This design comes from an exercise in tuning for small area on the open sky130 flow, not from production work.
In this exercise RTL edits were held to simulation tests only and were not proved equivalent to the original.
Power figures rest on the tool's default switching activity, not on a simulated workload.

==> onyx <==
// bmp280_spi_uart_v2005
module bmp280_spi_uart_v2005
#(
  parameter CLK_HZ = 50000,
  parameter BAUD   = 5000,
  parameter SCK_HZ = 12500
)(
  input  wire clk,
  input  wire rst_n,
  output wire spi_csn,
  output wire spi_sck,
  output wire spi_mosi,
  input  wire spi_miso,
  output wire uart_tx
);
==> flow/config.mk <==
export PLATFORM = sky130hd
export DESIGN_NAME = bmp280_spi_uart_v2005
export DESIGN_NICKNAME = bmp280_spi_uart_v2005
export VERILOG_FILES = /design/flow/design.v
export SDC_FILE = /design/flow/constraint.sdc
export NUM_CORES = 8
export LEC_CHECK = 0
export ABC_AREA = 1
export CAP_MARGIN = 20
export CORE_MARGIN = 2
export CORE_UTILIZATION = 55
export GPL_TIMING_DRIVEN = 0
export PLACE_DENSITY = 0.7
export SLEW_MARGIN = 20
export SYNTH_MEMORY_MAX_BITS = 16384
==> flow/constraint.sdc <==
create_clock -name core_clock -period 1000.0 [get_ports {clk}]
set_input_delay 200.0000 -clock core_clock [delete_from_list [all_inputs] [get_ports {clk}]]
set_output_delay 200.0000 -clock core_clock [all_outputs]
set_load 0.01 [all_outputs]
standard.sh (not shown) runs the stock make flow with config.mk's settings and CLKGATE_MAP_FILE= SYNTH_SCRIPT=/design/flow/synth_recipe.tcl, a recipe that flattens the netlist after the stock synthesis.
==> flow/flow/run.sh <==
#!/bin/bash
# Own layout flow:
#  1. the standard synthesis (standard.sh synth), unchanged;
#  2. its combinational logic re-mapped for area with a stronger ABC script
#     (resynth.ys, opt.abc: ABC's &deepsyn, tried with four random seeds in
#     parallel, the smallest result kept); every register instance is kept as
#     it is, same name and cell;
#  3. the standard layout from that netlist, with clock tree synthesis
#     using clkbuf_4 clusters and no dummy loads.
# Each tool's output goes to a log file of its own in this folder.
set -euo pipefail
W=$PWD
R=$W/orfs/results/$FLOW_PLATFORM/bmp280_spi_uart_v2005/base
L=$W/orfs/logs/$FLOW_PLATFORM/bmp280_spi_uart_v2005/base
bash standard.sh synth > log_1_standard_synth.txt 2>&1
cp "$R/1_2_yosys.v" "$W/synth_standard.v"
LIB=$FLOW_HOME/platforms/$FLOW_PLATFORM/lib/sky130_fd_sc_hd__tt_025C_1v80.lib
DU=$(grep -o -- '-dont_use [A-Za-z0-9_]*' "$L/1_2_yosys.log" | sort -u | tr '\n' ' ')
YOSYS=$FLOW_HOME/../tools/install/yosys/bin/yosys
[ -x "$YOSYS" ] || YOSYS=yosys
for s in 0 1 2 3; do
  sed -e "s|@SEED@|$s|g" flow/opt.abc > "$W/opt_$s.abc"
  sed -e "s|@LIB@|$LIB|g" -e "s|@DU@|$DU|g" -e "s|@IN@|$W/synth_standard.v|g" \
      -e "s|@OUT@|$W/synth_resynth_$s.v|g" -e "s|@ABC@|$W/opt_$s.abc|g" -e "s|@TOP@|$FLOW_TOP|g" \
      flow/resynth.ys > "$W/resynth_run_$s.ys"
  "$YOSYS" -s "$W/resynth_run_$s.ys" > "log_2_resynth_$s.txt" 2>&1 &
done
wait
best=""; bestarea=""
for s in 0 1 2 3; do
  a=$(grep 'Chip area' "log_2_resynth_$s.txt" | tail -1 | awk '{print $NF}')
  echo "seed $s area $a" >> log_2_resynth_pick.txt
  if [ -n "$a" ] && [ -s "$W/synth_resynth_$s.v" ]; then
    if [ -z "$best" ] || awk "BEGIN{exit !($a < $bestarea)}"; then best=$s; bestarea=$a; fi
  fi
done
echo "picked seed $best area $bestarea" >> log_2_resynth_pick.txt
cp "$W/synth_resynth_$best.v" "$R/1_2_yosys.v"
rm -f "$R/1_synth.odb" "$R/1_synth.sdc"
bash standard.sh "CTS_ARGS=-sink_clustering_enable -repair_clock_nets -dont_use_dummy_load -buf_list sky130_fd_sc_hd__clkbuf_4 -sink_clustering_size 10 -sink_clustering_max_diameter 35" finish > log_3_standard_layout.txt 2>&1
==> flow/flow/opt.abc <==
&get -n
&deepsyn -T 300 -S @SEED@
&put
dch -f
amap
strash
dch -f
amap
topo
Other scripts of this flow, unchanged in this note and not shown: flow/flow/resynth.ys
==> lagoon: changes against onyx <==
--- a/flow/flow/run.sh
+++ b/flow/flow/run.sh
@@ -19,5 +19,5 @@
 YOSYS=$FLOW_HOME/../tools/install/yosys/bin/yosys
 [ -x "$YOSYS" ] || YOSYS=yosys
-for s in 0 1 2 3; do
+for s in 0; do
   sed -e "s|@SEED@|$s|g" flow/opt.abc > "$W/opt_$s.abc"
   sed -e "s|@LIB@|$LIB|g" -e "s|@DU@|$DU|g" -e "s|@IN@|$W/synth_standard.v|g" \
@@ -28,5 +28,5 @@
 wait
 best=""; bestarea=""
-for s in 0 1 2 3; do
+for s in 0; do
   a=$(grep 'Chip area' "log_2_resynth_$s.txt" | tail -1 | awk '{print $NF}')
   echo "seed $s area $a" >> log_2_resynth_pick.txt
@@ -38,3 +38,3 @@
 cp "$W/synth_resynth_$best.v" "$R/1_2_yosys.v"
 rm -f "$R/1_synth.odb" "$R/1_synth.sdc"
-bash standard.sh "CTS_ARGS=-sink_clustering_enable -repair_clock_nets -dont_use_dummy_load -buf_list sky130_fd_sc_hd__clkbuf_4 -sink_clustering_size 10 -sink_clustering_max_diameter 35" finish > log_3_standard_layout.txt 2>&1
+bash standard.sh "CTS_ARGS=-sink_clustering_enable -repair_clock_nets -dont_use_dummy_load -buf_list sky130_fd_sc_hd__clkbuf_4 -sink_clustering_size 11 -sink_clustering_max_diameter 40" finish > log_3_standard_layout.txt 2>&1
==> flow/flow/opt.abc (replaced) <==
&get -n
&deepsyn -T 300 -S 0
&put
dch -f
amap
strash
dch -f
amap
topo
==> flow_summary_export.csv <==
group,metric,value,unit
outcome,outcome,"timing/DRC/antenna clean",
timing,period_minus_slack,207140,ps
timing,skew,95.0,ps
drt,initialDrtViolationCount,1020,
placed_design,postPlaceCellArea,0.0135,sq mm
power_and_ir_drop,power_density,1.85,mW/mm^2
the above is filed under lagoon

==> flow_summary_export.csv <==
group,metric,value,unit
outcome,outcome,"timing/DRC/antenna clean",
finish,register_area,0.00942,sq mm
drt,initialDrtViolationCount,1131,
timing,period_minus_slack,206030,ps
timing,skew,114,ps
logic_synthesis,yosysWarnings,1,
placed_design,postPlaceCellArea,0.0135,sq mm
power_and_ir_drop,power_density,1.87,mW/mm^2
the above is filed under onyx



==> run M: inputs <==
Another version of the RTL of bmp280_spi_uart_v2005 (not shown whole).
==> flow/design.v (excerpt) <==
module bmp280_spi_uart_v2005
#(
  parameter CLK_HZ = 50000,
  parameter BAUD   = 5000,
  parameter SCK_HZ = 12500
)(
  input  wire clk,
  input  wire rst_n,
  output wire spi_csn,
  output wire spi_sck,
  output wire spi_mosi,
  input  wire spi_miso,
  output wire uart_tx
);
  reg [6:0] g;                  
  wire [5:0] t = g[5:0];
  wire eow = (t == 6'd63);
  reg [6:0] pc;
  reg [7:0] j;
  reg first, f2;
  reg sp;
  wire [1:0] cls;
  wire [4:0] xs;
  wire [3:0] ys;
  wire [1:0] kys;
  wire [2:0] kms;
  wire [2:0] msrc;
  wire [3:0] jc;
  wire [1:0] jend;
  wire mmul;
  wire fsub;
  wire clr;
  wire mdiv;
  wire mdve;
  wire md10;
  wire conv;
  wire isT;
  wire [1:0] subm;
  wire dA;
  wire dB;
  wire dC;
  wire dD;
  wire whi;
  wire bsx;
  wire xinv;
  wire ltsign;
  wire lnz;
  wire ldsign;
  wire nzg;
  wire [7:0] chr;
  wire [1:0] ctype;
  wire pre_en;
  wire pre_hex;
  wire [3:0] pre_idx;
  wire [2:0] spit;
  wire lastpc;
  ...
==> flow/config.mk <==
export PLATFORM = sky130hd
export DESIGN_NAME = bmp280_spi_uart_v2005
export DESIGN_NICKNAME = bmp280_spi_uart_v2005
export VERILOG_FILES = /design/flow/design.v
export SDC_FILE = /design/flow/constraint.sdc
export NUM_CORES = 8
export LEC_CHECK = 0
export ABC_AREA = 1
export CAP_MARGIN = 20
export CORE_MARGIN = 2
export CORE_UTILIZATION = 33
export GPL_TIMING_DRIVEN = 0
export PLACE_DENSITY = 0.5
export SLEW_MARGIN = 20
export SYNTH_MEMORY_MAX_BITS = 16384
==> flow/constraint.sdc <==
create_clock -name core_clock -period 1000.0 [get_ports {clk}]
set_input_delay 200.0000 -clock core_clock [delete_from_list [all_inputs] [get_ports {clk}]]
set_output_delay 200.0000 -clock core_clock [all_outputs]
set_load 0.01 [all_outputs]
==> flow/flow/run.sh <==
#!/bin/bash
# Standard layout, with clock tree synthesis told not to add dummy loads.
set -euo pipefail
bash standard.sh "CTS_ARGS=-sink_clustering_enable -repair_clock_nets -dont_use_dummy_load" finish > flow_make.log 2>&1
==> run H: changes against run M <==
==> flow/run.sh (new file) <==
#!/bin/bash
# synth_recipe.tcl (not shown) runs the flow's synth.tcl, then flattens the netlist and writes it again
# the make line also repeats each setting of config.mk as NAME=value (left out here)
make -C /OpenROAD-flow-scripts/flow DESIGN_CONFIG=/design/flow/config.mk WORK_HOME=/design/flow/orfs CLKGATE_MAP_FILE= SYNTH_SCRIPT=/design/flow/synth_recipe.tcl finish
ABC_CLOCK_PERIOD_IN_PS = 1000000   (was unset)
removed: flow/flow/run.sh
removed: flow/standard.sh
==> run Z: changes against run M <==
==> flow/flow/run.sh (replaced) <==
#!/bin/bash
# Own layout flow:
#  1. the standard synthesis (standard.sh synth), unchanged;
#  2. its combinational logic re-mapped for area with a stronger ABC script
#     (resynth.ys, opt.abc); every register instance is kept as it is, same
#     name and cell;
#  3. the standard layout from that netlist, with clock tree synthesis
#     using clkbuf_8 clusters and no dummy loads.
# Each tool's output goes to a log file of its own in this folder.
set -euo pipefail
W=$PWD
R=$W/orfs/results/$FLOW_PLATFORM/bmp280_spi_uart_v2005/base
L=$W/orfs/logs/$FLOW_PLATFORM/bmp280_spi_uart_v2005/base
bash standard.sh synth > log_1_standard_synth.txt 2>&1
cp "$R/1_2_yosys.v" "$W/synth_standard.v"
LIB=$FLOW_HOME/platforms/$FLOW_PLATFORM/lib/sky130_fd_sc_hd__tt_025C_1v80.lib
DU=$(grep -o -- '-dont_use [A-Za-z0-9_]*' "$L/1_2_yosys.log" | sort -u | tr '\n' ' ')
YOSYS=$FLOW_HOME/../tools/install/yosys/bin/yosys
[ -x "$YOSYS" ] || YOSYS=yosys
sed -e "s|@LIB@|$LIB|g" -e "s|@DU@|$DU|g" -e "s|@IN@|$W/synth_standard.v|g" \
    -e "s|@OUT@|$W/synth_resynth.v|g" -e "s|@ABC@|$W/flow/opt.abc|g" -e "s|@TOP@|$FLOW_TOP|g" \
    flow/resynth.ys > "$W/resynth_run.ys"
"$YOSYS" -s "$W/resynth_run.ys" > log_2_resynth.txt 2>&1
cp "$W/synth_resynth.v" "$R/1_2_yosys.v"
rm -f "$R/1_synth.odb" "$R/1_synth.sdc"
bash standard.sh "CTS_ARGS=-sink_clustering_enable -repair_clock_nets -dont_use_dummy_load -buf_list sky130_fd_sc_hd__clkbuf_8 -sink_clustering_size 18 -sink_clustering_max_diameter 60" finish > log_3_standard_layout.txt 2>&1
==> flow/flow/opt.abc (new file) <==
&get -n
&deepsyn -T 60
&put
dch -f
amap
strash
dch -f
amap
topo
==> flow/flow/resynth.ys (new file) <==
# Re-map the combinational logic of the standard synthesis netlist for area.
# Register cells are kept as hierarchy (not flattened), so every register
# instance keeps its name and cell type.
read_liberty -ignore_miss_func @LIB@
read_verilog @IN@
hierarchy -top @TOP@
setattr -mod -set keep_hierarchy 1 sky130_fd_sc_hd__df* sky130_fd_sc_hd__edf* sky130_fd_sc_hd__sdf* sky130_fd_sc_hd__dl* sky130_fd_sc_hd__conb*
flatten
opt_clean
abc -liberty @LIB@ @DU@ -script @ABC@
opt_clean -purge
splitnets
opt_clean -purge
hilomap -singleton -hicell sky130_fd_sc_hd__conb_1 HI -locell sky130_fd_sc_hd__conb_1 LO
select @TOP@
stat -liberty @LIB@
write_verilog -noattr -nohex -nodec -selected @OUT@
==> run P: changes against run M <==
==> flow/run.sh (new file) <==
#!/bin/bash
# synth_recipe.tcl (not shown) runs the flow's synth.tcl, then flattens the netlist and writes it again
# the make line also repeats each setting of config.mk as NAME=value (left out here)
make -C /OpenROAD-flow-scripts/flow DESIGN_CONFIG=/design/flow/config.mk WORK_HOME=/design/flow/orfs CLKGATE_MAP_FILE= SYNTH_SCRIPT=/design/flow/synth_recipe.tcl finish
CTS_BUF_LIST = sky130_fd_sc_hd__clkbuf_8   (was unset)
CTS_CLUSTER_DIAMETER = 60   (was unset)
CTS_CLUSTER_SIZE = 18   (was unset)
removed: flow/flow/run.sh
removed: flow/standard.sh
==> summary.txt <==
In run M the area after synthesis is larger than in run Z, by about 15%. Sequential power is about the same in run Z and run M. Run P finished clean. Run Z finished clean. Run M completed without violations. Run H ran to the end with no violations. Maximum frequency: run Z < run P < run H < run M. The lowest first-iteration DRC count belongs to run Z, the highest to run P. The highest cell count belongs to run H, the lowest to run Z. Between run H and run P, the lower total power is in run P (gap 22%, measured against run P).

afterwards: timing with drivers on the ports:
No port has a modelled driver above. Below, the same layouts with a new extraction and two added sets of constraints. Step 1, drivers: a clkbuf_16 drives clk and a buf_2 each remaining input, both assumed. Step 2 also shifts input and output timing later by t, the mid clock arrival at the registers, as if the neighbouring blocks saw the same clock. Slacks: no drivers / after step 1 / after step 2; pairs: no drivers / after step 1.
run | t, ns | slack for setup (ns) | worst setup path at the end | cell pins on the clock port's net
onyx | 0.718 | 793.974 / 793.934 / 794.652 | register to output | 1
lagoon | 0.693 | 792.864 / 792.822 / 793.514 | register to output | 1
run M | 0.595 | 796.077 / 796.023 / 796.407 | input to register | 1
run H | 0.621 | 796.002 / 795.948 / 796.403 | input to register | 1
run Z | 0.613 | 794.194 / 794.145 / 794.757 | register to output | 1
run P | 0.652 | 795.973 / 795.923 / 796.441 | input to register | 1
After both steps setup and hold are still met in every run listed.
